Background: an optimization exercise with open tools, aiming at small area and a short achievable clock period. Do not read the settings as production practice. The RTL was checked by simulation tests, not by an equivalence proof against the original design. Power figures rest on the tool's default switching activity, not on a simulated workload.

--- design.v ---
module multiplier_logic (
    input  wire        clk,
    input  wire        rst_n,
    input  wire [15:0] a,
    input  wire [15:0] b,
    output reg  [31:0] y
);
  reg r1_a0;
  reg r1_a1;
  reg r1_a2;
  reg r1_a3;
  reg r1_a4;
  reg r1_a5;
  reg r1_a6;
  reg r1_a7;
  reg r1_a8;
  reg r1_a9;
  reg r1_a10;
  reg r1_a11;
  reg r1_a12;
  reg r1_a13;
  reg r1_a14;
  reg r1_a15;
  reg r1_b15;
  reg r1_one1;
  reg r1_two2;
  reg r1_neg3;
  reg r1_one4;
  reg r1_two5;
  reg r1_neg6;
  reg r1_one7;
  reg r1_two8;
  reg r1_neg9;
  reg r1_one10;
  reg r1_two11;
  reg r1_neg12;
  reg r1_one13;
  reg r1_two14;
  reg r1_neg15;
  reg r1_one16;
  reg r1_two17;
  reg r1_neg18;
  reg r1_one19;
  reg r1_two20;
  reg r1_neg21;
  reg r1_one22;
  reg r1_two23;
  reg r1_neg24;
  reg r2_s193;
  reg r2_s195;
  reg r2_s199;
  reg r2_c200;
  reg r2_s201;
  reg r2_p63;
  reg r2_s203;
  reg r2_c202;
  reg r2_c204;
  reg r2_s205;
  reg r2_s207;
  reg r2_s209;
  reg r2_c210;
  reg r2_s213;
  reg r2_c214;
  reg r2_s219;
  reg r2_c218;
  reg r2_s221;
  reg r2_c220;
  reg r2_s223;
  reg r2_s227;
  reg r2_c224;
  reg r2_s229;
  reg r2_s233;
  reg r2_c230;
  reg r2_s235;
  reg r2_c236;
  reg r2_s241;
  reg r2_s243;
  reg r2_s245;
  reg r2_s247;
  reg r2_c242;
  reg r2_c244;
  reg r2_s249;
  reg r2_s253;
  reg r2_s255;
  reg r2_c250;
  reg r2_s257;
  reg r2_s261;
  reg r2_c258;
  reg r2_s263;
  reg r2_s265;
  reg r2_s269;
  reg r2_s271;
  reg r2_c264;
  reg r2_c266;
  reg r2_s273;
  reg r2_s279;
  reg r2_c274;
  reg r2_s281;
  reg r2_s283;
  reg r2_c282;
  reg r2_c284;
  reg r2_s291;
  reg r2_s293;
  reg r2_s297;
  reg r2_c292;
  reg r2_c294;
  reg r2_s299;
  reg r2_s301;
  reg r2_c300;
  reg r2_c302;
  reg r2_s307;
  reg r2_s309;
  reg r2_s311;
  reg r2_s313;
  reg r2_c308;
  reg r2_c310;
  reg r2_s315;
  reg r2_s317;
  reg r2_s319;
  reg r2_c316;
  reg r2_s321;
  reg r2_s325;
  reg r2_c322;
  reg r2_s327;
  reg r2_s331;
  reg r2_c328;
  reg r2_s333;
  reg r2_c332;
  reg r2_s335;
  reg r2_c334;
  reg r2_s337;
  reg r2_s339;
  reg r2_c338;
  reg r2_s341;
  reg r2_c342;
  reg r2_s345;
  reg r2_c346;
  reg r2_s349;
  reg r2_c348;
  reg r2_s351;
  reg r2_c350;
  reg r2_c352;
  reg r2_s353;
  reg r2_s355;
  reg r3_r2_s193;
  reg r3_r2_s195;
  reg r3_r2_s199;
  reg r3_s357;
  reg r3_s361;
  reg r3_s365;
  reg r3_c366;
  reg r3_s367;
  reg r3_r2_c210;
  reg r3_r2_s213;
  reg r3_c368;
  reg r3_r2_c214;
  reg r3_r2_s219;
  reg r3_r2_s223;
  reg r3_s369;
  reg r3_c370;
  reg r3_s371;
  reg r3_c372;
  reg r3_s373;
  reg r3_c374;
  reg r3_s375;
  reg r3_s377;
  reg r3_s379;
  reg r3_c380;
  reg r3_s383;
  reg r3_c384;
  reg r3_s387;
  reg r3_s393;
  reg r3_c392;
  reg r3_s397;
  reg r3_c394;
  reg r3_c398;
  reg r3_s401;
  reg r3_s407;
  reg r3_c406;
  reg r3_s411;
  reg r3_c408;
  reg r3_s417;
  reg r3_c416;
  reg r3_s421;
  reg r3_c418;
  reg r3_s425;
  reg r3_c424;
  reg r3_s427;
  reg r3_c426;
  reg r3_s431;
  reg r3_s435;
  reg r3_s437;
  reg r3_c436;
  reg r3_s439;
  reg r3_s441;
  reg r3_c440;
  reg r3_s443;
  reg r3_r2_s355;
  reg r3_c444;
  wire one1 = b[0] ^ 1'b0;
  wire two2 = (b[1] & ~b[0] & ~1'b0) | (~b[1] & b[0] & 1'b0);
  wire neg3 = b[1];
  wire one4 = b[2] ^ b[1];
  wire two5 = (b[3] & ~b[2] & ~b[1]) | (~b[3] & b[2] & b[1]);
  wire neg6 = b[3];
  wire one7 = b[4] ^ b[3];
  wire two8 = (b[5] & ~b[4] & ~b[3]) | (~b[5] & b[4] & b[3]);
  wire neg9 = b[5];
  wire one10 = b[6] ^ b[5];
  wire two11 = (b[7] & ~b[6] & ~b[5]) | (~b[7] & b[6] & b[5]);
  wire neg12 = b[7];
  wire one13 = b[8] ^ b[7];
  wire two14 = (b[9] & ~b[8] & ~b[7]) | (~b[9] & b[8] & b[7]);
  wire neg15 = b[9];
  wire one16 = b[10] ^ b[9];
  wire two17 = (b[11] & ~b[10] & ~b[9]) | (~b[11] & b[10] & b[9]);
  wire neg18 = b[11];
  wire one19 = b[12] ^ b[11];
  wire two20 = (b[13] & ~b[12] & ~b[11]) | (~b[13] & b[12] & b[11]);
  wire neg21 = b[13];
  wire one22 = b[14] ^ b[13];
  wire two23 = (b[15] & ~b[14] & ~b[13]) | (~b[15] & b[14] & b[13]);
  wire neg24 = b[15];
  wire p25 = ((r1_one1 & r1_a0) | (r1_two2 & 1'b0)) ^ r1_neg3;
  wire p26 = ((r1_one1 & r1_a1) | (r1_two2 & r1_a0)) ^ r1_neg3;
  wire p27 = ((r1_one1 & r1_a2) | (r1_two2 & r1_a1)) ^ r1_neg3;
  wire p28 = ((r1_one1 & r1_a3) | (r1_two2 & r1_a2)) ^ r1_neg3;
  wire p29 = ((r1_one1 & r1_a4) | (r1_two2 & r1_a3)) ^ r1_neg3;
  wire p30 = ((r1_one1 & r1_a5) | (r1_two2 & r1_a4)) ^ r1_neg3;
  wire p31 = ((r1_one1 & r1_a6) | (r1_two2 & r1_a5)) ^ r1_neg3;
  wire p32 = ((r1_one1 & r1_a7) | (r1_two2 & r1_a6)) ^ r1_neg3;
  wire p33 = ((r1_one1 & r1_a8) | (r1_two2 & r1_a7)) ^ r1_neg3;
  wire p34 = ((r1_one1 & r1_a9) | (r1_two2 & r1_a8)) ^ r1_neg3;
  wire p35 = ((r1_one1 & r1_a10) | (r1_two2 & r1_a9)) ^ r1_neg3;
  wire p36 = ((r1_one1 & r1_a11) | (r1_two2 & r1_a10)) ^ r1_neg3;
  wire p37 = ((r1_one1 & r1_a12) | (r1_two2 & r1_a11)) ^ r1_neg3;
  wire p38 = ((r1_one1 & r1_a13) | (r1_two2 & r1_a12)) ^ r1_neg3;
  wire p39 = ((r1_one1 & r1_a14) | (r1_two2 & r1_a13)) ^ r1_neg3;
  wire p40 = ((r1_one1 & r1_a15) | (r1_two2 & r1_a14)) ^ r1_neg3;
  wire p41 = ((r1_one1 & 1'b0) | (r1_two2 & r1_a15)) ^ r1_neg3;
  wire ns42 = ~r1_neg3;
  wire ng43 = r1_neg3;
  wire p44 = ((r1_one4 & r1_a0) | (r1_two5 & 1'b0)) ^ r1_neg6;
  wire p45 = ((r1_one4 & r1_a1) | (r1_two5 & r1_a0)) ^ r1_neg6;
  wire p46 = ((r1_one4 & r1_a2) | (r1_two5 & r1_a1)) ^ r1_neg6;
  wire p47 = ((r1_one4 & r1_a3) | (r1_two5 & r1_a2)) ^ r1_neg6;
  wire p48 = ((r1_one4 & r1_a4) | (r1_two5 & r1_a3)) ^ r1_neg6;
  wire p49 = ((r1_one4 & r1_a5) | (r1_two5 & r1_a4)) ^ r1_neg6;
  wire p50 = ((r1_one4 & r1_a6) | (r1_two5 & r1_a5)) ^ r1_neg6;
  wire p51 = ((r1_one4 & r1_a7) | (r1_two5 & r1_a6)) ^ r1_neg6;
  wire p52 = ((r1_one4 & r1_a8) | (r1_two5 & r1_a7)) ^ r1_neg6;
  wire p53 = ((r1_one4 & r1_a9) | (r1_two5 & r1_a8)) ^ r1_neg6;
  wire p54 = ((r1_one4 & r1_a10) | (r1_two5 & r1_a9)) ^ r1_neg6;
  wire p55 = ((r1_one4 & r1_a11) | (r1_two5 & r1_a10)) ^ r1_neg6;
  wire p56 = ((r1_one4 & r1_a12) | (r1_two5 & r1_a11)) ^ r1_neg6;
  wire p57 = ((r1_one4 & r1_a13) | (r1_two5 & r1_a12)) ^ r1_neg6;
  wire p58 = ((r1_one4 & r1_a14) | (r1_two5 & r1_a13)) ^ r1_neg6;
  wire p59 = ((r1_one4 & r1_a15) | (r1_two5 & r1_a14)) ^ r1_neg6;
  wire p60 = ((r1_one4 & 1'b0) | (r1_two5 & r1_a15)) ^ r1_neg6;
  wire ns61 = ~r1_neg6;
  wire ng62 = r1_neg6;
  wire p63 = ((r1_one7 & r1_a0) | (r1_two8 & 1'b0)) ^ r1_neg9;
  wire p64 = ((r1_one7 & r1_a1) | (r1_two8 & r1_a0)) ^ r1_neg9;
  wire p65 = ((r1_one7 & r1_a2) | (r1_two8 & r1_a1)) ^ r1_neg9;
  wire p66 = ((r1_one7 & r1_a3) | (r1_two8 & r1_a2)) ^ r1_neg9;
  wire p67 = ((r1_one7 & r1_a4) | (r1_two8 & r1_a3)) ^ r1_neg9;
  wire p68 = ((r1_one7 & r1_a5) | (r1_two8 & r1_a4)) ^ r1_neg9;
  wire p69 = ((r1_one7 & r1_a6) | (r1_two8 & r1_a5)) ^ r1_neg9;
  wire p70 = ((r1_one7 & r1_a7) | (r1_two8 & r1_a6)) ^ r1_neg9;
  wire p71 = ((r1_one7 & r1_a8) | (r1_two8 & r1_a7)) ^ r1_neg9;
  wire p72 = ((r1_one7 & r1_a9) | (r1_two8 & r1_a8)) ^ r1_neg9;
  wire p73 = ((r1_one7 & r1_a10) | (r1_two8 & r1_a9)) ^ r1_neg9;
  wire p74 = ((r1_one7 & r1_a11) | (r1_two8 & r1_a10)) ^ r1_neg9;
  wire p75 = ((r1_one7 & r1_a12) | (r1_two8 & r1_a11)) ^ r1_neg9;
  wire p76 = ((r1_one7 & r1_a13) | (r1_two8 & r1_a12)) ^ r1_neg9;
  wire p77 = ((r1_one7 & r1_a14) | (r1_two8 & r1_a13)) ^ r1_neg9;
  wire p78 = ((r1_one7 & r1_a15) | (r1_two8 & r1_a14)) ^ r1_neg9;
  wire p79 = ((r1_one7 & 1'b0) | (r1_two8 & r1_a15)) ^ r1_neg9;
  wire ns80 = ~r1_neg9;
  wire ng81 = r1_neg9;
  wire p82 = ((r1_one10 & r1_a0) | (r1_two11 & 1'b0)) ^ r1_neg12;
  wire p83 = ((r1_one10 & r1_a1) | (r1_two11 & r1_a0)) ^ r1_neg12;
  wire p84 = ((r1_one10 & r1_a2) | (r1_two11 & r1_a1)) ^ r1_neg12;
  wire p85 = ((r1_one10 & r1_a3) | (r1_two11 & r1_a2)) ^ r1_neg12;
  wire p86 = ((r1_one10 & r1_a4) | (r1_two11 & r1_a3)) ^ r1_neg12;
  wire p87 = ((r1_one10 & r1_a5) | (r1_two11 & r1_a4)) ^ r1_neg12;
  wire p88 = ((r1_one10 & r1_a6) | (r1_two11 & r1_a5)) ^ r1_neg12;
  wire p89 = ((r1_one10 & r1_a7) | (r1_two11 & r1_a6)) ^ r1_neg12;
  wire p90 = ((r1_one10 & r1_a8) | (r1_two11 & r1_a7)) ^ r1_neg12;
  wire p91 = ((r1_one10 & r1_a9) | (r1_two11 & r1_a8)) ^ r1_neg12;
  wire p92 = ((r1_one10 & r1_a10) | (r1_two11 & r1_a9)) ^ r1_neg12;
  wire p93 = ((r1_one10 & r1_a11) | (r1_two11 & r1_a10)) ^ r1_neg12;
  wire p94 = ((r1_one10 & r1_a12) | (r1_two11 & r1_a11)) ^ r1_neg12;
  wire p95 = ((r1_one10 & r1_a13) | (r1_two11 & r1_a12)) ^ r1_neg12;
  wire p96 = ((r1_one10 & r1_a14) | (r1_two11 & r1_a13)) ^ r1_neg12;
  wire p97 = ((r1_one10 & r1_a15) | (r1_two11 & r1_a14)) ^ r1_neg12;
  wire p98 = ((r1_one10 & 1'b0) | (r1_two11 & r1_a15)) ^ r1_neg12;
  wire ns99 = ~r1_neg12;
  wire ng100 = r1_neg12;
  wire p101 = ((r1_one13 & r1_a0) | (r1_two14 & 1'b0)) ^ r1_neg15;
  wire p102 = ((r1_one13 & r1_a1) | (r1_two14 & r1_a0)) ^ r1_neg15;
  wire p103 = ((r1_one13 & r1_a2) | (r1_two14 & r1_a1)) ^ r1_neg15;
  wire p104 = ((r1_one13 & r1_a3) | (r1_two14 & r1_a2)) ^ r1_neg15;
  wire p105 = ((r1_one13 & r1_a4) | (r1_two14 & r1_a3)) ^ r1_neg15;
  wire p106 = ((r1_one13 & r1_a5) | (r1_two14 & r1_a4)) ^ r1_neg15;
  wire p107 = ((r1_one13 & r1_a6) | (r1_two14 & r1_a5)) ^ r1_neg15;
  wire p108 = ((r1_one13 & r1_a7) | (r1_two14 & r1_a6)) ^ r1_neg15;
  wire p109 = ((r1_one13 & r1_a8) | (r1_two14 & r1_a7)) ^ r1_neg15;
  wire p110 = ((r1_one13 & r1_a9) | (r1_two14 & r1_a8)) ^ r1_neg15;
  wire p111 = ((r1_one13 & r1_a10) | (r1_two14 & r1_a9)) ^ r1_neg15;
  wire p112 = ((r1_one13 & r1_a11) | (r1_two14 & r1_a10)) ^ r1_neg15;
  wire p113 = ((r1_one13 & r1_a12) | (r1_two14 & r1_a11)) ^ r1_neg15;
  wire p114 = ((r1_one13 & r1_a13) | (r1_two14 & r1_a12)) ^ r1_neg15;
  wire p115 = ((r1_one13 & r1_a14) | (r1_two14 & r1_a13)) ^ r1_neg15;
  wire p116 = ((r1_one13 & r1_a15) | (r1_two14 & r1_a14)) ^ r1_neg15;
  wire p117 = ((r1_one13 & 1'b0) | (r1_two14 & r1_a15)) ^ r1_neg15;
  wire ns118 = ~r1_neg15;
  wire ng119 = r1_neg15;
  wire p120 = ((r1_one16 & r1_a0) | (r1_two17 & 1'b0)) ^ r1_neg18;
  wire p121 = ((r1_one16 & r1_a1) | (r1_two17 & r1_a0)) ^ r1_neg18;
  wire p122 = ((r1_one16 & r1_a2) | (r1_two17 & r1_a1)) ^ r1_neg18;
  wire p123 = ((r1_one16 & r1_a3) | (r1_two17 & r1_a2)) ^ r1_neg18;
  wire p124 = ((r1_one16 & r1_a4) | (r1_two17 & r1_a3)) ^ r1_neg18;
  wire p125 = ((r1_one16 & r1_a5) | (r1_two17 & r1_a4)) ^ r1_neg18;
  wire p126 = ((r1_one16 & r1_a6) | (r1_two17 & r1_a5)) ^ r1_neg18;
  wire p127 = ((r1_one16 & r1_a7) | (r1_two17 & r1_a6)) ^ r1_neg18;
  wire p128 = ((r1_one16 & r1_a8) | (r1_two17 & r1_a7)) ^ r1_neg18;
  wire p129 = ((r1_one16 & r1_a9) | (r1_two17 & r1_a8)) ^ r1_neg18;
  wire p130 = ((r1_one16 & r1_a10) | (r1_two17 & r1_a9)) ^ r1_neg18;
  wire p131 = ((r1_one16 & r1_a11) | (r1_two17 & r1_a10)) ^ r1_neg18;
  wire p132 = ((r1_one16 & r1_a12) | (r1_two17 & r1_a11)) ^ r1_neg18;
  wire p133 = ((r1_one16 & r1_a13) | (r1_two17 & r1_a12)) ^ r1_neg18;
  wire p134 = ((r1_one16 & r1_a14) | (r1_two17 & r1_a13)) ^ r1_neg18;
  wire p135 = ((r1_one16 & r1_a15) | (r1_two17 & r1_a14)) ^ r1_neg18;
  wire p136 = ((r1_one16 & 1'b0) | (r1_two17 & r1_a15)) ^ r1_neg18;
  wire ns137 = ~r1_neg18;
  wire ng138 = r1_neg18;
  wire p139 = ((r1_one19 & r1_a0) | (r1_two20 & 1'b0)) ^ r1_neg21;
  wire p140 = ((r1_one19 & r1_a1) | (r1_two20 & r1_a0)) ^ r1_neg21;
  wire p141 = ((r1_one19 & r1_a2) | (r1_two20 & r1_a1)) ^ r1_neg21;
  wire p142 = ((r1_one19 & r1_a3) | (r1_two20 & r1_a2)) ^ r1_neg21;
  wire p143 = ((r1_one19 & r1_a4) | (r1_two20 & r1_a3)) ^ r1_neg21;
  wire p144 = ((r1_one19 & r1_a5) | (r1_two20 & r1_a4)) ^ r1_neg21;
  wire p145 = ((r1_one19 & r1_a6) | (r1_two20 & r1_a5)) ^ r1_neg21;
  wire p146 = ((r1_one19 & r1_a7) | (r1_two20 & r1_a6)) ^ r1_neg21;
  wire p147 = ((r1_one19 & r1_a8) | (r1_two20 & r1_a7)) ^ r1_neg21;
  wire p148 = ((r1_one19 & r1_a9) | (r1_two20 & r1_a8)) ^ r1_neg21;
  wire p149 = ((r1_one19 & r1_a10) | (r1_two20 & r1_a9)) ^ r1_neg21;
  wire p150 = ((r1_one19 & r1_a11) | (r1_two20 & r1_a10)) ^ r1_neg21;
  wire p151 = ((r1_one19 & r1_a12) | (r1_two20 & r1_a11)) ^ r1_neg21;
  wire p152 = ((r1_one19 & r1_a13) | (r1_two20 & r1_a12)) ^ r1_neg21;
  wire p153 = ((r1_one19 & r1_a14) | (r1_two20 & r1_a13)) ^ r1_neg21;
  wire p154 = ((r1_one19 & r1_a15) | (r1_two20 & r1_a14)) ^ r1_neg21;
  wire p155 = ((r1_one19 & 1'b0) | (r1_two20 & r1_a15)) ^ r1_neg21;
  wire ns156 = ~r1_neg21;
  wire ng157 = r1_neg21;
  wire p158 = ((r1_one22 & r1_a0) | (r1_two23 & 1'b0)) ^ r1_neg24;
  wire p159 = ((r1_one22 & r1_a1) | (r1_two23 & r1_a0)) ^ r1_neg24;
  wire p160 = ((r1_one22 & r1_a2) | (r1_two23 & r1_a1)) ^ r1_neg24;
  wire p161 = ((r1_one22 & r1_a3) | (r1_two23 & r1_a2)) ^ r1_neg24;
  wire p162 = ((r1_one22 & r1_a4) | (r1_two23 & r1_a3)) ^ r1_neg24;
  wire p163 = ((r1_one22 & r1_a5) | (r1_two23 & r1_a4)) ^ r1_neg24;
  wire p164 = ((r1_one22 & r1_a6) | (r1_two23 & r1_a5)) ^ r1_neg24;
  wire p165 = ((r1_one22 & r1_a7) | (r1_two23 & r1_a6)) ^ r1_neg24;
  wire p166 = ((r1_one22 & r1_a8) | (r1_two23 & r1_a7)) ^ r1_neg24;
  wire p167 = ((r1_one22 & r1_a9) | (r1_two23 & r1_a8)) ^ r1_neg24;
  wire p168 = ((r1_one22 & r1_a10) | (r1_two23 & r1_a9)) ^ r1_neg24;
  wire p169 = ((r1_one22 & r1_a11) | (r1_two23 & r1_a10)) ^ r1_neg24;
  wire p170 = ((r1_one22 & r1_a12) | (r1_two23 & r1_a11)) ^ r1_neg24;
  wire p171 = ((r1_one22 & r1_a13) | (r1_two23 & r1_a12)) ^ r1_neg24;
  wire p172 = ((r1_one22 & r1_a14) | (r1_two23 & r1_a13)) ^ r1_neg24;
  wire p173 = ((r1_one22 & r1_a15) | (r1_two23 & r1_a14)) ^ r1_neg24;
  wire p174 = ((r1_one22 & 1'b0) | (r1_two23 & r1_a15)) ^ r1_neg24;
  wire ns175 = ~r1_neg24;
  wire ng176 = r1_neg24;
  wire p177 = r1_a0 & r1_b15;
  wire p178 = r1_a1 & r1_b15;
  wire p179 = r1_a2 & r1_b15;
  wire p180 = r1_a3 & r1_b15;
  wire p181 = r1_a4 & r1_b15;
  wire p182 = r1_a5 & r1_b15;
  wire p183 = r1_a6 & r1_b15;
  wire p184 = r1_a7 & r1_b15;
  wire p185 = r1_a8 & r1_b15;
  wire p186 = r1_a9 & r1_b15;
  wire p187 = r1_a10 & r1_b15;
  wire p188 = r1_a11 & r1_b15;
  wire p189 = r1_a12 & r1_b15;
  wire p190 = r1_a13 & r1_b15;
  wire p191 = r1_a14 & r1_b15;
  wire p192 = r1_a15 & r1_b15;
  wire s193 = ng43 ^ p25;
  wire c194 = ng43 & p25;
  wire s195 = p26 ^ c194;
  wire c196 = p26 & c194;
  wire s197, c198;
  mult_fa u_s197 (.x(ng62), .y(p27), .z(p44), .s(s197), .c(c198));
  wire s199 = c196 ^ s197;
  wire c200 = c196 & s197;
  wire s201, c202;
  mult_fa u_s201 (.x(p28), .y(p45), .z(c198), .s(s201), .c(c202));
  wire s203, c204;
  mult_fa u_s203 (.x(ng81), .y(p29), .z(p46), .s(s203), .c(c204));
  wire s205, c206;
  mult_fa u_s205 (.x(p30), .y(p47), .z(p64), .s(s205), .c(c206));
  wire s207, c208;
  mult_fa u_s207 (.x(ng100), .y(p31), .z(p48), .s(s207), .c(c208));
  wire s209, c210;
  mult_fa u_s209 (.x(p65), .y(p82), .z(c206), .s(s209), .c(c210));
  wire s211, c212;
  mult_fa u_s211 (.x(p32), .y(p49), .z(p66), .s(s211), .c(c212));
  wire s213, c214;
  mult_fa u_s213 (.x(p83), .y(c208), .z(s211), .s(s213), .c(c214));
  wire s215, c216;
  mult_fa u_s215 (.x(ng119), .y(p101), .z(p33), .s(s215), .c(c216));
  wire s217, c218;
  mult_fa u_s217 (.x(p50), .y(p67), .z(p84), .s(s217), .c(c218));
  wire s219, c220;
  mult_fa u_s219 (.x(c212), .y(s215), .z(s217), .s(s219), .c(c220));
  wire s221, c222;
  mult_fa u_s221 (.x(p102), .y(p34), .z(p51), .s(s221), .c(c222));
  wire s223, c224;
  mult_fa u_s223 (.x(p68), .y(p85), .z(c216), .s(s223), .c(c224));
  wire s225, c226;
  mult_fa u_s225 (.x(ng138), .y(p103), .z(p120), .s(s225), .c(c226));
  wire s227, c228;
  mult_fa u_s227 (.x(p35), .y(p52), .z(p69), .s(s227), .c(c228));
  wire s229, c230;
  mult_fa u_s229 (.x(p86), .y(c222), .z(s225), .s(s229), .c(c230));
  wire s231, c232;
  mult_fa u_s231 (.x(p104), .y(p121), .z(p36), .s(s231), .c(c232));
  wire s233, c234;
  mult_fa u_s233 (.x(p53), .y(p70), .z(p87), .s(s233), .c(c234));
  wire s235, c236;
  mult_fa u_s235 (.x(c226), .y(c228), .z(s231), .s(s235), .c(c236));
  wire s237, c238;
  mult_fa u_s237 (.x(ng157), .y(p105), .z(p122), .s(s237), .c(c238));
  wire s239, c240;
  mult_fa u_s239 (.x(p139), .y(p37), .z(p54), .s(s239), .c(c240));
  wire s241, c242;
  mult_fa u_s241 (.x(p71), .y(p88), .z(c232), .s(s241), .c(c242));
  wire s243, c244;
  mult_fa u_s243 (.x(c234), .y(s237), .z(s239), .s(s243), .c(c244));
  wire s245, c246;
  mult_fa u_s245 (.x(p106), .y(p123), .z(p140), .s(s245), .c(c246));
  wire s247, c248;
  mult_fa u_s247 (.x(p38), .y(p55), .z(p72), .s(s247), .c(c248));
  wire s249, c250;
  mult_fa u_s249 (.x(p89), .y(c238), .z(c240), .s(s249), .c(c250));
  wire s251, c252;
  mult_fa u_s251 (.x(ng176), .y(p107), .z(p124), .s(s251), .c(c252));
  wire s253, c254;
  mult_fa u_s253 (.x(p141), .y(p158), .z(p39), .s(s253), .c(c254));
  wire s255, c256;
  mult_fa u_s255 (.x(p56), .y(p73), .z(p90), .s(s255), .c(c256));
  wire s257, c258;
  mult_fa u_s257 (.x(c246), .y(c248), .z(s251), .s(s257), .c(c258));
  wire s259, c260;
  mult_fa u_s259 (.x(p108), .y(p125), .z(p142), .s(s259), .c(c260));
  wire s261, c262;
  mult_fa u_s261 (.x(p159), .y(p40), .z(p57), .s(s261), .c(c262));
  wire s263, c264;
  mult_fa u_s263 (.x(p74), .y(p91), .z(c252), .s(s263), .c(c264));
  wire s265, c266;
  mult_fa u_s265 (.x(c254), .y(c256), .z(s259), .s(s265), .c(c266));
  wire s267, c268;
  mult_fa u_s267 (.x(p177), .y(p109), .z(p126), .s(s267), .c(c268));
  wire s269, c270;
  mult_fa u_s269 (.x(p143), .y(p160), .z(p41), .s(s269), .c(c270));
  wire s271, c272;
  mult_fa u_s271 (.x(p58), .y(p75), .z(p92), .s(s271), .c(c272));
  wire s273, c274;
  mult_fa u_s273 (.x(c260), .y(c262), .z(s267), .s(s273), .c(c274));
  wire s275, c276;
  mult_fa u_s275 (.x(1'b1), .y(ns42), .z(p178), .s(s275), .c(c276));
  wire s277, c278;
  mult_fa u_s277 (.x(p110), .y(p127), .z(p144), .s(s277), .c(c278));
  wire s279, c280;
  mult_fa u_s279 (.x(p161), .y(p59), .z(p76), .s(s279), .c(c280));
  wire s281, c282;
  mult_fa u_s281 (.x(p93), .y(s275), .z(c268), .s(s281), .c(c282));
  wire s283, c284;
  mult_fa u_s283 (.x(c270), .y(c272), .z(s277), .s(s283), .c(c284));
  wire s285, c286;
  mult_fa u_s285 (.x(1'b1), .y(p179), .z(p111), .s(s285), .c(c286));
  wire s287, c288;
  mult_fa u_s287 (.x(p128), .y(p145), .z(p162), .s(s287), .c(c288));
  wire s289, c290;
  mult_fa u_s289 (.x(p60), .y(p77), .z(p94), .s(s289), .c(c290));
  wire s291, c292;
  mult_fa u_s291 (.x(c276), .y(c278), .z(c280), .s(s291), .c(c292));
  wire s293, c294;
  mult_fa u_s293 (.x(s285), .y(s287), .z(s289), .s(s293), .c(c294));
  wire s295, c296;
  mult_fa u_s295 (.x(ns61), .y(p180), .z(p112), .s(s295), .c(c296));
  wire s297, c298;
  mult_fa u_s297 (.x(p129), .y(p146), .z(p163), .s(s297), .c(c298));
  wire s299, c300;
  mult_fa u_s299 (.x(p78), .y(p95), .z(c286), .s(s299), .c(c300));
  wire s301, c302;
  mult_fa u_s301 (.x(c288), .y(c290), .z(s295), .s(s301), .c(c302));
  wire s303, c304;
  mult_fa u_s303 (.x(1'b1), .y(p181), .z(p113), .s(s303), .c(c304));
  wire s305, c306;
  mult_fa u_s305 (.x(p130), .y(p147), .z(p164), .s(s305), .c(c306));
  wire s307, c308;
  mult_fa u_s307 (.x(p79), .y(p96), .z(c296), .s(s307), .c(c308));
  wire s309, c310;
  mult_fa u_s309 (.x(c298), .y(s303), .z(s305), .s(s309), .c(c310));
  wire s311, c312;
  mult_fa u_s311 (.x(ns80), .y(p182), .z(p114), .s(s311), .c(c312));
  wire s313, c314;
  mult_fa u_s313 (.x(p131), .y(p148), .z(p165), .s(s313), .c(c314));
  wire s315, c316;
  mult_fa u_s315 (.x(p97), .y(c304), .z(c306), .s(s315), .c(c316));
  wire s317, c318;
  mult_fa u_s317 (.x(1'b1), .y(p183), .z(p115), .s(s317), .c(c318));
  wire s319, c320;
  mult_fa u_s319 (.x(p132), .y(p149), .z(p166), .s(s319), .c(c320));
  wire s321, c322;
  mult_fa u_s321 (.x(p98), .y(c312), .z(c314), .s(s321), .c(c322));
  wire s323, c324;
  mult_fa u_s323 (.x(ns99), .y(p184), .z(p116), .s(s323), .c(c324));
  wire s325, c326;
  mult_fa u_s325 (.x(p133), .y(p150), .z(p167), .s(s325), .c(c326));
  wire s327, c328;
  mult_fa u_s327 (.x(c318), .y(c320), .z(s323), .s(s327), .c(c328));
  wire s329, c330;
  mult_fa u_s329 (.x(1'b1), .y(p185), .z(p117), .s(s329), .c(c330));
  wire s331, c332;
  mult_fa u_s331 (.x(p134), .y(p151), .z(p168), .s(s331), .c(c332));
  wire s333, c334;
  mult_fa u_s333 (.x(c324), .y(c326), .z(s329), .s(s333), .c(c334));
  wire s335, c336;
  mult_fa u_s335 (.x(ns118), .y(p186), .z(p135), .s(s335), .c(c336));
  wire s337, c338;
  mult_fa u_s337 (.x(p152), .y(p169), .z(c330), .s(s337), .c(c338));
  wire s339, c340;
  mult_fa u_s339 (.x(1'b1), .y(p187), .z(p136), .s(s339), .c(c340));
  wire s341, c342;
  mult_fa u_s341 (.x(p153), .y(p170), .z(c336), .s(s341), .c(c342));
  wire s343, c344;
  mult_fa u_s343 (.x(ns137), .y(p188), .z(p154), .s(s343), .c(c344));
  wire s345, c346;
  mult_fa u_s345 (.x(p171), .y(c340), .z(s343), .s(s345), .c(c346));
  wire s347, c348;
  mult_fa u_s347 (.x(1'b1), .y(p189), .z(p155), .s(s347), .c(c348));
  wire s349, c350;
  mult_fa u_s349 (.x(p172), .y(c344), .z(s347), .s(s349), .c(c350));
  wire s351, c352;
  mult_fa u_s351 (.x(ns156), .y(p190), .z(p173), .s(s351), .c(c352));
  wire s353, c354;
  mult_fa u_s353 (.x(1'b1), .y(p191), .z(p174), .s(s353), .c(c354));
  wire s355, c356;
  mult_fa u_s355 (.x(ns175), .y(p192), .z(c354), .s(s355), .c(c356));
  wire s357 = r2_c200 ^ r2_s201;
  wire c358 = r2_c200 & r2_s201;
  wire s359, c360;
  mult_fa u_s359 (.x(r2_c202), .y(r2_p63), .z(r2_s203), .s(s359), .c(c360));
  wire s361 = c358 ^ s359;
  wire c362 = c358 & s359;
  wire s363, c364;
  mult_fa u_s363 (.x(r2_c204), .y(r2_s205), .z(c360), .s(s363), .c(c364));
  wire s365 = c362 ^ s363;
  wire c366 = c362 & s363;
  wire s367, c368;
  mult_fa u_s367 (.x(r2_s207), .y(r2_s209), .z(c364), .s(s367), .c(c368));
  wire s369, c370;
  mult_fa u_s369 (.x(r2_c218), .y(r2_c220), .z(r2_s221), .s(s369), .c(c370));
  wire s371, c372;
  mult_fa u_s371 (.x(r2_c224), .y(r2_s227), .z(r2_s229), .s(s371), .c(c372));
  wire s373, c374;
  mult_fa u_s373 (.x(r2_c230), .y(r2_s233), .z(r2_s235), .s(s373), .c(c374));
  wire s375, c376;
  mult_fa u_s375 (.x(r2_c236), .y(r2_s241), .z(r2_s243), .s(s375), .c(c376));
  wire s377, c378;
  mult_fa u_s377 (.x(r2_c242), .y(r2_c244), .z(r2_s245), .s(s377), .c(c378));
  wire s379, c380;
  mult_fa u_s379 (.x(r2_s247), .y(r2_s249), .z(c376), .s(s379), .c(c380));
  wire s381, c382;
  mult_fa u_s381 (.x(r2_c250), .y(r2_s253), .z(r2_s255), .s(s381), .c(c382));
  wire s383, c384;
  mult_fa u_s383 (.x(r2_s257), .y(c378), .z(s381), .s(s383), .c(c384));
  wire s385, c386;
  mult_fa u_s385 (.x(r2_c258), .y(r2_s261), .z(r2_s263), .s(s385), .c(c386));
  wire s387, c388;
  mult_fa u_s387 (.x(r2_s265), .y(c382), .z(s385), .s(s387), .c(c388));
  wire s389, c390;
  mult_fa u_s389 (.x(r2_c264), .y(r2_c266), .z(r2_s269), .s(s389), .c(c390));
  wire s391, c392;
  mult_fa u_s391 (.x(r2_s271), .y(r2_s273), .z(c386), .s(s391), .c(c392));
  wire s393, c394;
  mult_fa u_s393 (.x(s389), .y(c388), .z(s391), .s(s393), .c(c394));
  wire s395, c396;
  mult_fa u_s395 (.x(r2_c274), .y(r2_s279), .z(r2_s281), .s(s395), .c(c396));
  wire s397, c398;
  mult_fa u_s397 (.x(r2_s283), .y(c390), .z(s395), .s(s397), .c(c398));
  wire s399, c400;
  mult_fa u_s399 (.x(r2_c282), .y(r2_c284), .z(r2_s291), .s(s399), .c(c400));
  wire s401, c402;
  mult_fa u_s401 (.x(r2_s293), .y(c396), .z(s399), .s(s401), .c(c402));
  wire s403, c404;
  mult_fa u_s403 (.x(r2_c292), .y(r2_c294), .z(r2_s297), .s(s403), .c(c404));
  wire s405, c406;
  mult_fa u_s405 (.x(r2_s299), .y(r2_s301), .z(c400), .s(s405), .c(c406));
  wire s407, c408;
  mult_fa u_s407 (.x(s403), .y(c402), .z(s405), .s(s407), .c(c408));
  wire s409, c410;
  mult_fa u_s409 (.x(r2_c300), .y(r2_c302), .z(r2_s307), .s(s409), .c(c410));
  wire s411, c412;
  mult_fa u_s411 (.x(r2_s309), .y(c404), .z(s409), .s(s411), .c(c412));
  wire s413, c414;
  mult_fa u_s413 (.x(r2_c308), .y(r2_c310), .z(r2_s311), .s(s413), .c(c414));
  wire s415, c416;
  mult_fa u_s415 (.x(r2_s313), .y(r2_s315), .z(c410), .s(s415), .c(c416));
  wire s417, c418;
  mult_fa u_s417 (.x(s413), .y(c412), .z(s415), .s(s417), .c(c418));
  wire s419, c420;
  mult_fa u_s419 (.x(r2_c316), .y(r2_s317), .z(r2_s319), .s(s419), .c(c420));
  wire s421, c422;
  mult_fa u_s421 (.x(r2_s321), .y(c414), .z(s419), .s(s421), .c(c422));
  wire s423, c424;
  mult_fa u_s423 (.x(r2_c322), .y(r2_s325), .z(r2_s327), .s(s423), .c(c424));
  wire s425, c426;
  mult_fa u_s425 (.x(c420), .y(s423), .z(c422), .s(s425), .c(c426));
  wire s427, c428;
  mult_fa u_s427 (.x(r2_c328), .y(r2_s331), .z(r2_s333), .s(s427), .c(c428));
  wire s429, c430;
  mult_fa u_s429 (.x(r2_c332), .y(r2_c334), .z(r2_s335), .s(s429), .c(c430));
  wire s431, c432;
  mult_fa u_s431 (.x(r2_s337), .y(c428), .z(s429), .s(s431), .c(c432));
  wire s433, c434;
  mult_fa u_s433 (.x(r2_c338), .y(r2_s339), .z(r2_s341), .s(s433), .c(c434));
  wire s435, c436;
  mult_fa u_s435 (.x(c430), .y(s433), .z(c432), .s(s435), .c(c436));
  wire s437, c438;
  mult_fa u_s437 (.x(r2_c342), .y(r2_s345), .z(c434), .s(s437), .c(c438));
  wire s439, c440;
  mult_fa u_s439 (.x(r2_c346), .y(r2_s349), .z(c438), .s(s439), .c(c440));
  wire s441, c442;
  mult_fa u_s441 (.x(r2_c348), .y(r2_c350), .z(r2_s351), .s(s441), .c(c442));
  wire s443, c444;
  mult_fa u_s443 (.x(r2_c352), .y(r2_s353), .z(c442), .s(s443), .c(c444));
  wire s445 = r3_c368 ^ r3_r2_c210;
  wire c446 = r3_c368 & r3_r2_c210;
  wire s447 = r3_r2_c214 ^ r3_r2_s219;
  wire c448 = r3_r2_c214 & r3_r2_s219;
  wire s449 = r3_r2_s223 ^ r3_s369;
  wire c450 = r3_r2_s223 & r3_s369;
  wire s451 = r3_c370 ^ r3_s371;
  wire c452 = r3_c370 & r3_s371;
  wire s453 = r3_c372 ^ r3_s373;
  wire c454 = r3_c372 & r3_s373;
  wire s455 = r3_c374 ^ r3_s375;
  wire c456 = r3_c374 & r3_s375;
  wire s457 = r3_s377 ^ r3_s379;
  wire c458 = r3_s377 & r3_s379;
  wire s459 = r3_c380 ^ r3_s383;
  wire c460 = r3_c380 & r3_s383;
  wire s461 = r3_c384 ^ r3_s387;
  wire c462 = r3_c384 & r3_s387;
  wire s463 = r3_c392 ^ r3_c394;
  wire c464 = r3_c392 & r3_c394;
  wire s465 = r3_c398 ^ r3_s401;
  wire c466 = r3_c398 & r3_s401;
  wire s467 = r3_c406 ^ r3_c408;
  wire c468 = r3_c406 & r3_c408;
  wire s469 = r3_c416 ^ r3_c418;
  wire c470 = r3_c416 & r3_c418;
  wire s471 = r3_c424 ^ r3_c426;
  wire c472 = r3_c424 & r3_c426;
  wire [31:0] ra = {r3_c444, r3_s443, r3_c440, r3_s439, r3_c436, r3_s435, r3_s431, r3_s427, r3_s425, r3_s421, r3_s417, r3_s411, r3_s407, c464, r3_s397, r3_s393, c460, c458, c456, c454, c452, c450, c448, c446, r3_r2_s213, r3_c366, r3_s365, r3_s361, r3_s357, r3_r2_s199, r3_r2_s195, r3_r2_s193};
  wire [31:0] rb = {r3_r2_s355, 1'b0, r3_s441, 1'b0, r3_s437, 1'b0, c472, s471, c470, s469, c468, s467, c466, s465, s463, c462, s461, s459, s457, s455, s453, s451, s449, s447, s445, r3_s367, 1'b0, 1'b0, 1'b0, 1'b0, 1'b0, 1'b0};
  wire [20:0] plo = ra[19:0] + rb[19:0];
  reg [20:0] r4_plo;
  reg [11:0] r4_ha, r4_hb;
  always @(posedge clk) begin r4_plo <= plo; r4_ha <= ra[31:20]; r4_hb <= rb[31:20]; end
  wire [11:0] phi = r4_ha + r4_hb + r4_plo[20];
  wire [31:0] prod = {phi, r4_plo[19:0]};
  always @(posedge clk) begin
    r1_a0 <= a[0];
    r1_a1 <= a[1];
    r1_a2 <= a[2];
    r1_a3 <= a[3];
    r1_a4 <= a[4];
    r1_a5 <= a[5];
    r1_a6 <= a[6];
    r1_a7 <= a[7];
    r1_a8 <= a[8];
    r1_a9 <= a[9];
    r1_a10 <= a[10];
    r1_a11 <= a[11];
    r1_a12 <= a[12];
    r1_a13 <= a[13];
    r1_a14 <= a[14];
    r1_a15 <= a[15];
    r1_b15 <= b[15];
    r1_one1 <= one1;
    r1_two2 <= two2;
    r1_neg3 <= neg3;
    r1_one4 <= one4;
    r1_two5 <= two5;
    r1_neg6 <= neg6;
    r1_one7 <= one7;
    r1_two8 <= two8;
    r1_neg9 <= neg9;
    r1_one10 <= one10;
    r1_two11 <= two11;
    r1_neg12 <= neg12;
    r1_one13 <= one13;
    r1_two14 <= two14;
    r1_neg15 <= neg15;
    r1_one16 <= one16;
    r1_two17 <= two17;
    r1_neg18 <= neg18;
    r1_one19 <= one19;
    r1_two20 <= two20;
    r1_neg21 <= neg21;
    r1_one22 <= one22;
    r1_two23 <= two23;
    r1_neg24 <= neg24;
    r2_s193 <= s193;
    r2_s195 <= s195;
    r2_s199 <= s199;
    r2_c200 <= c200;
    r2_s201 <= s201;
    r2_p63 <= p63;
    r2_s203 <= s203;
    r2_c202 <= c202;
    r2_c204 <= c204;
    r2_s205 <= s205;
    r2_s207 <= s207;
    r2_s209 <= s209;
    r2_c210 <= c210;
    r2_s213 <= s213;
    r2_c214 <= c214;
    r2_s219 <= s219;
    r2_c218 <= c218;
    r2_s221 <= s221;
    r2_c220 <= c220;
    r2_s223 <= s223;
    r2_s227 <= s227;
    r2_c224 <= c224;
    r2_s229 <= s229;
    r2_s233 <= s233;
    r2_c230 <= c230;
    r2_s235 <= s235;
    r2_c236 <= c236;
    r2_s241 <= s241;
    r2_s243 <= s243;
    r2_s245 <= s245;
    r2_s247 <= s247;
    r2_c242 <= c242;
    r2_c244 <= c244;
    r2_s249 <= s249;
    r2_s253 <= s253;
    r2_s255 <= s255;
    r2_c250 <= c250;
    r2_s257 <= s257;
    r2_s261 <= s261;
    r2_c258 <= c258;
    r2_s263 <= s263;
    r2_s265 <= s265;
    r2_s269 <= s269;
    r2_s271 <= s271;
    r2_c264 <= c264;
    r2_c266 <= c266;
    r2_s273 <= s273;
    r2_s279 <= s279;
    r2_c274 <= c274;
    r2_s281 <= s281;
    r2_s283 <= s283;
    r2_c282 <= c282;
    r2_c284 <= c284;
    r2_s291 <= s291;
    r2_s293 <= s293;
    r2_s297 <= s297;
    r2_c292 <= c292;
    r2_c294 <= c294;
    r2_s299 <= s299;
    r2_s301 <= s301;
    r2_c300 <= c300;
    r2_c302 <= c302;
    r2_s307 <= s307;
    r2_s309 <= s309;
    r2_s311 <= s311;
    r2_s313 <= s313;
    r2_c308 <= c308;
    r2_c310 <= c310;
    r2_s315 <= s315;
    r2_s317 <= s317;
    r2_s319 <= s319;
    r2_c316 <= c316;
    r2_s321 <= s321;
    r2_s325 <= s325;
    r2_c322 <= c322;
    r2_s327 <= s327;
    r2_s331 <= s331;
    r2_c328 <= c328;
    r2_s333 <= s333;
    r2_c332 <= c332;
    r2_s335 <= s335;
    r2_c334 <= c334;
    r2_s337 <= s337;
    r2_s339 <= s339;
    r2_c338 <= c338;
    r2_s341 <= s341;
    r2_c342 <= c342;
    r2_s345 <= s345;
    r2_c346 <= c346;
    r2_s349 <= s349;
    r2_c348 <= c348;
    r2_s351 <= s351;
    r2_c350 <= c350;
    r2_c352 <= c352;
    r2_s353 <= s353;
    r2_s355 <= s355;
    r3_r2_s193 <= r2_s193;
    r3_r2_s195 <= r2_s195;
    r3_r2_s199 <= r2_s199;
    r3_s357 <= s357;
    r3_s361 <= s361;
    r3_s365 <= s365;
    r3_c366 <= c366;
    r3_s367 <= s367;
    r3_r2_c210 <= r2_c210;
    r3_r2_s213 <= r2_s213;
    r3_c368 <= c368;
    r3_r2_c214 <= r2_c214;
    r3_r2_s219 <= r2_s219;
    r3_r2_s223 <= r2_s223;
    r3_s369 <= s369;
    r3_c370 <= c370;
    r3_s371 <= s371;
    r3_c372 <= c372;
    r3_s373 <= s373;
    r3_c374 <= c374;
    r3_s375 <= s375;
    r3_s377 <= s377;
    r3_s379 <= s379;
    r3_c380 <= c380;
    r3_s383 <= s383;
    r3_c384 <= c384;
    r3_s387 <= s387;
    r3_s393 <= s393;
    r3_c392 <= c392;
    r3_s397 <= s397;
    r3_c394 <= c394;
    r3_c398 <= c398;
    r3_s401 <= s401;
    r3_s407 <= s407;
    r3_c406 <= c406;
    r3_s411 <= s411;
    r3_c408 <= c408;
    r3_s417 <= s417;
    r3_c416 <= c416;
    r3_s421 <= s421;
    r3_c418 <= c418;
    r3_s425 <= s425;
    r3_c424 <= c424;
    r3_s427 <= s427;
    r3_c426 <= c426;
    r3_s431 <= s431;
    r3_s435 <= s435;
    r3_s437 <= s437;
    r3_c436 <= c436;
    r3_s439 <= s439;
    r3_s441 <= s441;
    r3_c440 <= c440;
    r3_s443 <= s443;
    r3_r2_s355 <= r2_s355;
    r3_c444 <= c444;
  end
  reg [3:0] v;
  always @(posedge clk) begin
    if (!rst_n) begin
      v <= 4'd0;
      y <= 32'd0;
    end else begin
      v <= {v[2:0], 1'b1};
      y <= v[3] ? prod : 32'd0;
    end
  end
endmodule
module mult_fa (input wire x, input wire y, input wire z, output wire s, output wire c);
  assign s = x ^ y ^ z;
  assign c = (x & y) | (x & z) | (y & z);
endmodule
--- run.sh ---
#!/bin/bash
# synth_recipe.tcl (not shown) runs the flow's synth.tcl, then flattens the netlist and writes it again
# the make line also repeats each setting of config.mk as NAME=value (left out here)
make -C /OpenROAD-flow-scripts/flow DESIGN_CONFIG=/design/flow/config.mk WORK_HOME=/design/flow/orfs CLKGATE_MAP_FILE= SYNTH_SCRIPT=/design/flow/synth_recipe.tcl finish
--- config.mk ---
export PLATFORM = sky130hd
export DESIGN_NAME = multiplier_logic
export DESIGN_NICKNAME = multiplier_logic
export VERILOG_FILES = /design/flow/design.v
export SDC_FILE = /design/flow/constraint.sdc
export NUM_CORES = 4
export LEC_CHECK = 0
export CAP_MARGIN = 20
export CORE_MARGIN = 2
export CORE_UTILIZATION = 40
export SETUP_SLACK_MARGIN = 2.4
export SLEW_MARGIN = 20
export SYNTH_HIERARCHICAL = 1
export SYNTH_MINIMUM_KEEP_SIZE = 0
--- constraint.sdc ---
create_clock -name core_clock -period 4.5 [get_ports {clk}]
set_input_delay 0.9000 -clock core_clock [delete_from_list [all_inputs] [get_ports {clk}]]
set_output_delay 0.9000 -clock core_clock [all_outputs]
set_load 0.01 [all_outputs]
==> results of run 1 <==
## flip-flops by register name, indices dropped and copies added, names as in the netlist, 4 cells and up
| name | flops |
|---|---|
| v | 4 |
| r4_plo | 21 |
| r4_ha | 12 |
| y | 32 |
| r4_hb | 9 |
## per-module statistics from Yosys, one instance, submodules excluded
module,copies in the design,cells,cell area (um^2)
mult_fa,120,1,20.0
multiplier_logic,1,885,9770
## area by class of cell
type                    count  area (um^2)
well taps                 390          488
repair buffers             85          791
multi-input cells         639         6530
fillers                  2700        15400
clock inverters            12          173
clock buffers              40          847
inverters                  17         63.8
flip-flops and latches    269         5530
## routing by layer
layer / share of wire / vias up / wire [um]
met3: 0.067 / 53 / 1710
li1: - / 3436 / -
met5: 0 / - / 0
met4: 0.023 / 0 / 584
met2: 0.44 / 253 / 11100
met1: 0.47 / 3524 / 12000
## power groups by stage
stage	combinational [mW]	clock [mW]	sequential, mW
after global placement	3.10	0	3.78
after CTS	3.24	2.53	3.75
after detailed placement	3.18	0	3.79
after global routing	4.01	2.62	3.83
after floorplan	2.51	0	3.55
final	3.42	2.45	3.75
## cells by family after synthesis
logic type | count (synthesis) | share of synthesized area
AO/OA/AOI/OAI | 182 | 0.109
other | 1 | 0.000308
buffers and inverters | 104 | 0.0335
multiplexers | 3 | 0.00288
adder cells (fa/ha/maj) | 163 | 0.243
AND/OR/NAND/NOR | 130 | 0.0589
XOR/XNOR | 153 | 0.110
flip-flops | 269 | 0.442
## worst register-to-register path: cells and delay by family (launching register included)
kind / cells / cell delay [ps]
compound gates: 3 / 840
simple gates: 2 / 140
flops: 1 / 320
buf+inv: 1 / 70
fa+ha+maj: 2 / 590
## how the worst min path moves through the flow
stage | startpoint | to | slack [ps] | depth (start not counted)
2_1_floorplan | r2_c210$_DFF_P_ | r3_r2_c210$_DFF_P_ | 310 | 0
3_3_place_gp | r3_r2_s193$_DFF_P_ | r4_plo[0]$_DFF_P_ | 310 | 0
3_5_place_dp | r3_s411$_DFF_P_ | r4_ha[0]$_DFF_P_ | 310 | 0
4_1_cts | r3_s425$_DFF_P_ | r4_ha[3]$_DFF_P_ | 330 | 0
5_1_grt | r3_s425$_DFF_P_ | r4_ha[3]$_DFF_P_ | 330 | 0
6_report | r3_s417$_DFF_P_ | r4_ha[1]$_DFF_P_ | 330 | 0
## placed cells by master, fill, tap and decap left out, drive strengths merged, types with 17 or more instances in the layout
| cell type | count |
|---|---|
| dfxtp | 269 |
| xnor2 | 140 |
| fa | 123 |
| a22oi | 120 |
| ha | 40 |
| clkbuf | 40 |
| clkdlybuf4s50 | 33 |
| dlygate4sd2 | 31 |
| nand2 | 29 |
| and2 | 25 |
| and3 | 21 |
| buf | 20 |
| inv | 17 |
## timing repair
action / CTS / global route
endpoints found under the setup margin: 100 / 38
pin swaps: 1 / 7
gates resized for setup: 84 / 56
setup buffers: 0 / 14
## per-stage QoR
step           cell area (um^2)  hold WS, ps  worst slack [ps]  cells
6_report                  14400          325              2450   1452
4_1_cts                   14100          326              2360   1438
3_3_place_gp              13000          311              1990   1386
5_1_grt                   14400          330              2350   1452
3_5_place_dp              13000          312              1970   1386
2_1_floorplan             12200          310              2420   1012
==> results.toml, run 1 <==
[logic_synthesis]
yosysTopAreaCellShare = 0.442
ys_seq_elements = 269
ys.flop_type = "dfxtp_1"
synthTopCellsByCount = "dfxtp_1, xnor2_1, fa_1"
synthDistinctLibCells = 48
yosysWarnings = 7
syn-cell-area_um2 = 12200
synth_area_leaders = "dfxtp_1, fa_1, xnor2_1, a22oi_1, ha_1"
yosysTopAreaCell = "dfxtp_1"
synth.most_common_cell = "dfxtp_1"
synth_edf_count = 0
synth_area_per_cell_um2 = 12.1
async_flop_share = 0
synth.yosys.seq_area_share = 0.442
netlist_instances = 1005

[hold_path]
hold_class = "reg2reg"

[floorplanning]
rows = 63
initial_core_util = 0.409
die_h_um = 178
die_w_um = 178
core-area_um2 = 29800
die_area_um2 = 31800
pin_count = 66

[clocking]
clock_sinks = 269
clk_latency_ps = 530
htree_levels = 1
clock_tree.buffer_depth = 3
cts_tree = "built"
postCtsHoldBufs = 0
cts.root.buffer_cell = "clkbuf_16"
path_clk_slew_ps = 60
numCtsBuffers = 28

[pwr]
combPwrFrac = 0.355
p_leak_nw = 5.72
ir_worst_vdd_mv = 0.344
power_switching_mw = 3.14
p_seq_frac = 0.390
power_per_cell_area_nw_per_um2 = 667
pwr-share-clk = 0.255
total_power_mw = 9.62
p_sw_frac = 0.326
p_int_mw = 6.48

[place]
dp_hpwl_um = 16800
gp_congestion = 0.824
io_buffer_count = 65

[run_status]
outcome = "timing/DRC/antenna clean"

[layout]
syn_to_final_growth_pct = 18.5
diodes = 0
layout-drive-gt1-share = 0.133
utilization = 0.484
fin_nets = 1237

[routing]
ant_nets = 0
wl_per_cell_um = 17.5
drc_errors = 0
vias = 7266
drt-pass1-iter-count = 6
wirelength_um = 25400
vias_per_cell = 5.00
drt_iter0_markers = 456

[setup_path]
required_ps = 4950
timing.rr.start = "r4_hb[0]$_DFF_P_"
slowest_delay_ps = 390
r2r_end = "y[30]$_SDFF_PN0_"
rrSetupSlack_ps = 2450
crit_path_end = "y[30]$_SDFF_PN0_"
path_max_fanout = 3
startpoint_type = "register"
arrival_ps = 2500
crit_chain = "fa_2 -> inv_2 -> fa_2 -> nor2b_2 -> o31a_1 -> o31a_1 -> o21a_1 -> nor3_2"
critPathBufInv = 1
crit_cells = 8
critPathKind = "reg2reg"
ff2ff_path_depth = 8
critPathTopFamily = "compound AO/OA/AOI/OAI gates"
slowest_stage = "fa_2"
critPathLaunch = "r4_hb[0]$_DFF_P_"
critPathCaptureType = "register"

[sta]
drv_slew = 0
finalSetupViolCount = 0
fin_tns_setup_ps = 0
rsz0062_at_grt = "true"
fin_skew_ps = 11.6
tightestPinTransition_ps = 565
finalCritPeriodShare = 0.455
slew-limit-headroom = 0.624
hold_viol_final = 0
min_period_ps = 2050
max_freq_mhz = 488

[global_route]
grt_pass1_wl_um = 40900
grt_use_met1 = 0.231
grt_util_met2 = 0.251
grt_max_degree = 36
antenna_found_initial = 0
gr-max-usage-layer = "met2"
track_usage = 0.163
met3_usage = 0.0275
grt_pass1_vias = 7575
grt_overflow = 0

[run]
drv_cap = 0
==> run 2, diff against run 1 <==
--- a/config.mk
+++ b/config.mk
@@ -8,7 +8,7 @@
 export CAP_MARGIN = 20
 export CORE_MARGIN = 2
 export CORE_UTILIZATION = 40
-export SETUP_SLACK_MARGIN = 2.4
+export SETUP_SLACK_MARGIN = 2.5
 export SLEW_MARGIN = 20
 export SYNTH_HIERARCHICAL = 1
 export SYNTH_MINIMUM_KEEP_SIZE = 0
==> run 2 against run 1 <==
Net effect: hold slack about the same; die area unchanged; global-route usage down 0.42 points; synthesized cell count is the same; largest power group unchanged; combinational power grew 3%; final cell count rose by 1.0%; still clean.
==> results.toml, run 2 <==
[layout]
layout_commonest_cell = "dfxtp_1"
utilization = 0.488
largest_reg_flops = 32
top_regs = "y: 32 flops, r4_plo: 21 flops, r4_ha: 12 flops"
layout-drive-gt1-share = 0.190
fin_area_um2 = 14500
multi_input_area_um2 = 6610
final_cell_mix = "dfxtp_1, xnor2_1, fa_1, a22oi_1, dfxtp_4"
regArea_um2 = 5530
regMostFlops = "y"
syn_to_final_growth_pct = 19.4
diodes = 0
fin_nets = 1256
num-fill-cells = 2655

[clocking]
postCtsHoldBufs = 0
cts.root.buffer_cell = "clkbuf_16"
cts_tree = "built"
clock_tree.buffer_depth = 3
clk_latency_ps = 550
htree_levels = 1
numCtsBuffers = 28
path_clk_slew_ps = 60
clock_sinks = 269

[global_route]
grt_pass1_vias = 7425
grt_overflow = 0
track_usage = 0.159
grt_pass1_wl_um = 40000
grt_max_degree = 36
antenna_found_initial = 0

[place]
gp_congestion = 0.815
dpl_worst_slack_ps = 2010
io_buffer_count = 65
dp_hpwl_um = 16700
placed_cell_area_um2 = 13000

[routing]
vias_per_cell = 4.98
wl_per_cell_um = 17.3
drc_errors = 0
vias = 7312
wirelength_um = 25400
ant_nets = 0
drt-pass1-iter-count = 5
drt_iter0_markers = 524

[setup_path]
critPathCaptureType = "register"
ff2ff_path_depth = 5
cp_common_cell = "fa_1"
startpoint_type = "register"
required_ps = 4920
crit_cells = 5
crit_chain = "buf_6 -> a22oi_1 -> xnor2_1 -> fa_1 -> fa_1"
arrival_ps = 2450
slowest_delay_ps = 490
slowest_stage = "fa_1"
critPathKind = "reg2reg"
critPathBufInv = 1
critPathTopFamily = "adder cells"
path_max_fanout = 10

[logic_synthesis]
synth.most_common_cell = "dfxtp_1"
netlist_instances = 1005
ys.flop_type = "dfxtp_1"
yosysTopAreaCellShare = 0.442
async_flop_share = 0
syn-cell-area_um2 = 12200
synth_area_per_cell_um2 = 12.1
synthDistinctLibCells = 48
yosysWarnings = 7
synth_area_leaders = "dfxtp_1, fa_1, xnor2_1, a22oi_1, ha_1"
yosysTopAreaCell = "dfxtp_1"
ys_seq_elements = 269
synth_edf_count = 0
synth.yosys.seq_area_share = 0.442
synthTopCellsByCount = "dfxtp_1, xnor2_1, fa_1"

[hold_path]
hold_class = "reg2reg"
whs_path_depth = 0

[sta]
drv_slew = 0
tightestPinTransition_ps = 691
fin_skew_ps = 28.3
slew-limit-headroom = 0.538
max_freq_mhz = 494
layout_setup_ws_ps = 2480
hold_viol_final = 0
finalSetupViolCount = 0
fin_tns_setup_ps = 0
rsz0062_at_grt = "true"
min_period_ps = 2020
finalCritPeriodShare = 0.450

[floorplanning]
core-area_um2 = 29800
initial_core_util = 0.409
pin_count = 66
rows = 63
die_w_um = 178
die_h_um = 178
die_area_um2 = 31800

[pwr]
ir_worst_vdd_mv = 0.336
power_per_cell_area_nw_per_um2 = 671
p_leak_nw = 5.72

[run_status]
outcome = "timing/DRC/antenna clean"

[run]
drv_cap = 0
[run 2: changes by cell type in the layout (fill, tap and decap cells not counted), moves of 9 or more]
cell / delta
clkbuf_2: +9
buf_2: +23
dlygate4sd2_1: -31
buf_4: +15
[run 2: worst register-to-register path: stages (launching register included)]
cell and delay (ps):
dfxtp_4 470, buf_6 200, a22oi_1 110, xnor2_1 160, fa_1 460, fa_1 490
[run 2: kinds of logic after synthesis]
logic type               Yosys count  share of synthesized area
AND/OR/NAND/NOR                  130                     0.0589
AO/OA/AOI/OAI                    182                      0.109
adder cells (fa/ha/maj)          163                      0.243
multiplexers                       3                    0.00288
flip-flops                       269                      0.442
buffers and inverters            104                     0.0335
other                              1                   0.000308
XOR/XNOR                         153                      0.110
[run 2: modules after synthesis, one instance, submodules excluded]
module,times used,cells
mult_fa,120,1
multiplier_logic,1,885
[run 2: metrics by stage]
stage	instances	total power [mW]	hold WS [ps]
finish	1467	9.75	325
floorplan	1012	6.07	310
global route	1467	10.6	328
detailed placement	1386	6.96	312
global placement	1386	6.89	312
CTS	1435	9.69	326
[run 2: final timing paths]
kind | slack, ps | to | from
worst max register to register | 2480 | r2_s265$_DFF_P_ | r1_a8$_DFF_P_
worst min-delay path | 320 | r4_hb[7]$_DFF_P_ | r3_s437$_DFF_P_
worst min register to register | 320 | r4_hb[7]$_DFF_P_ | r3_s437$_DFF_P_
worst max-delay path | 2480 | r2_s265$_DFF_P_ | r1_a8$_DFF_P_
[run 2: cell type report]
class                           count  area share
Multi-Input combinational cell    639       0.455
Sequential cell                   269       0.381
Timing Repair Buffer              104      0.0569
Clock buffer                       32      0.0513
Tap cell                          390      0.0336
Clock inverter                     16      0.0184
Inverter                           17     0.00439
[run 2: routing by layer]
metal / track usage / part of all wire / vias to the layer above
met3: 0.0286 / 0.076 / 40
met1: 0.228 / 0.47 / 3546
met4: 0.0423 / 0.021 / 0
met5: 0 / 0 / -
met2: 0.246 / 0.44 / 262
li1: - / - / 3464
[run 2: power by group]
group,internal [mW],switching [mW]
clock,1.54,0.935
combinational,1.76,1.76
sequential,3.26,0.487
total,6.57,3.19
[run 2: repair_timing]
item,4_1_cts,5_1_grt
endpoints found under the setup margin,106,69
pin swaps,4,9
resized for setup,180,61
setup buffers,1,32
==> run 3, diff against run 2 <==
--- a/config.mk
+++ b/config.mk
@@ -5,6 +5,7 @@
 export SDC_FILE = /design/flow/constraint.sdc
 export NUM_CORES = 4
 export LEC_CHECK = 0
+export ABC_AREA = 1
 export CAP_MARGIN = 20
 export CORE_MARGIN = 2
 export CORE_UTILIZATION = 40
==> run 3 against run 2 <==
Net effect: critical path depth unchanged; sequential power decreased by 4%; clock skew down 12 ps; largest power group unchanged.
==> results.toml, run 3 <==
[place]
dpl_worst_slack_ps = 1730
dp_hpwl_um = 18400
gp_congestion = 0.895
io_buffer_count = 65
placed_cell_area_um2 = 13200

[clocking]
clock_tree.buffer_depth = 3
clk_latency_ps = 540
clock_sinks = 269
cts.root.buffer_cell = "clkbuf_16"
htree_levels = 1
postCtsHoldBufs = 0
cts_tree = "built"
numCtsBuffers = 27
path_clk_slew_ps = 60

[routing]
vias_per_cell = 4.81
drt-pass1-iter-count = 5
drc_errors = 0
drt_iter0_markers = 422
wirelength_um = 28000
wl_per_cell_um = 16.6
vias = 8105
ant_nets = 0

[floorplanning]
die_w_um = 179
die_h_um = 179
pin_count = 66
initial_core_util = 0.403
rows = 64
die_area_um2 = 32000
core-area_um2 = 30300

[logic_synthesis]
synthDistinctLibCells = 31
yosysTopAreaCellShare = 0.440
synth.yosys.seq_area_share = 0.440
synth.most_common_cell = "dfxtp_1"
async_flop_share = 0
synth_area_leaders = "dfxtp_1, fa_1, xor2_1, o22ai_1, ha_1"
yosysWarnings = 7
synth_area_per_cell_um2 = 10.8
yosysTopAreaCell = "dfxtp_1"
synthTopCellsByCount = "dfxtp_1, xor2_1, nand2_1"
syn-cell-area_um2 = 12200
synth_edf_count = 0
ys.flop_type = "dfxtp_1"
ys_seq_elements = 269
netlist_instances = 1134

[layout]
diodes = 0
syn_to_final_growth_pct = 29.2
final_cell_mix = "dfxtp_1, nand2_1, xor2_1, fa_1, inv_1"
layout-drive-gt1-share = 0.285
top_regs = "y: 32 flops, r4_plo: 21 flops, r4_ha: 12 flops"
layout_commonest_cell = "dfxtp_1"
fin_area_um2 = 15800
utilization = 0.521
largest_reg_flops = 32
regMostFlops = "y"
fin_nets = 1464

[pwr]
ir_worst_vdd_mv = 0.300
power_per_cell_area_nw_per_um2 = 603
p_leak_nw = 6.91

[sta]
fin_tns_setup_ps = 0
hold_viol_final = 0
drv_slew = 0
fin_skew_ps = 16.2
layout_setup_ws_ps = 2330
min_period_ps = 2170
whs_ps = 323
rsz0062_at_grt = "true"
finalCritPeriodShare = 0.482
max_freq_mhz = 461
finalSetupViolCount = 0

[run_status]
outcome = "timing/DRC/antenna clean"

[global_route]
grt_pass1_vias = 8189
antenna_found_initial = 0
grt_max_degree = 34
grt_overflow = 0
grt_pass1_wl_um = 43200
track_usage = 0.173

[hold_path]
hold_class = "reg2reg"

[setup_path]
critPathKind = "reg2reg"
required_ps = 4980
critPathCaptureType = "register"
arrival_ps = 2640
startpoint_type = "register"
path_max_fanout = 5

[run]
drv_cap = 0
## run 3: modules after synthesis, one instance, submodules excluded
module / cell area (um^2) / flip-flops and latches / cells
mult_fa: 20.0 / 0 / 1
multiplier_logic: 9840 / 269 / 1014
## run 3: metrics by stage
stage	power (mW)	cells
3_5_place_dp	7.02	1556
5_1_grt	10.4	1684
2_1_floorplan	6.05	1141
3_3_place_gp	6.94	1556
6_report	9.54	1684
4_1_cts	9.57	1668
## run 3: critical path: stages, from the launching register on
cell	delay, ps
dfxtp_4	380
clkinvlp_2	320
o22ai_1	310
xor2_1	150
fa_2	420
fa_2	540
## run 3: final cells by class
cell class,count,area (um^2)
Sequential cell,269,5430
Multi-Input combinational cell,695,6910
Tap cell,396,495
Timing Repair inverter,1,5.00
Fill cell,2547,14500
Timing Repair Buffer,148,1420
Clock inverter,19,228
Inverter,125,596
Clock buffer,31,731
## run 3: cells by family after synthesis
logic type      share of synthesized area
xor+xnor                            0.103
mux                               0.00644
other cells                      0.000306
buf+inv                            0.0607
flops                               0.440
simple gates                       0.0749
fa+ha+maj                           0.242
compound gates                     0.0730
## run 3: what timing repair did
item | 4_1_cts | 5_1_grt
pin swaps | 48 | 53
setup buffers | 61 | 15
cloned | 1 | 1
hold endpoints to repair | 0 | 0
setup endpoints to repair | 103 | 82
gates resized for setup | 220 | 131
## run 3: metal layers
layer,routed length (um),track usage
met1,12100,0.236
met2,12900,0.272
met3,2140,0.0377
met4,779,0.0572
met5,0,0
## run 3: worst paths after layout
check                       start                end  slack (ps)  cells past startpoint
setup / recovery  r1_one1$_DFF_P_    r2_s265$_DFF_P_        2330                      5
hold / removal    r3_s365$_DFF_P_  r4_plo[5]$_DFF_P_         320                      0
setup reg to reg  r1_one1$_DFF_P_    r2_s265$_DFF_P_        2330                      5
hold reg to reg   r3_s365$_DFF_P_  r4_plo[5]$_DFF_P_         320                      0
## run 3: power breakdown
part	internal, mW	leakage (nW)	total, mW	switching, mW
Combinational	1.54	4.19	3.60	2.06
Clock	1.41	0.464	2.34	0.934
Sequential	3.25	2.26	3.60	0.349
Total	6.19	6.91	9.54	3.34

==> separate check: timing with driven ports <==
The flow's constraints put no driver on any port. The routed layouts listed below were extracted and timed again, unchanged, in two steps.
Step 1, drivers: a clkbuf_16 drives clk and a buf_2 each remaining input, both assumed.
Step 2 adds t to the input delays and takes it off the output delays; t is the mean of the earliest and latest rising clock arrival at the registers after step 1. Input paths then give back, and output paths get back, about the clock's delay inside the block.
Three values: ideal ports, drivers, drivers and shift; two values: the first two.
run	shift t [ns]	setup slack, ns	hold WS [ns]	worst data-port slew with drivers (ns)	pins driven straight from the clock port
run 1	0.571	2.451 / 2.435 / 1.994	0.325 / 0.325 / 0.325	0.04	1
run 2	0.589	2.477 / 2.477 / 2.094	0.325 / 0.325 / 0.325	0.04	1
run 3	0.578	2.332 / 2.332 / 2.279	0.323 / 0.323 / 0.323	0.04	1
After both steps setup and hold are still met in every run listed. The setup slack of run 1, which loses most, moves by -0.016 ns with the drivers and by -0.457 ns with both steps.
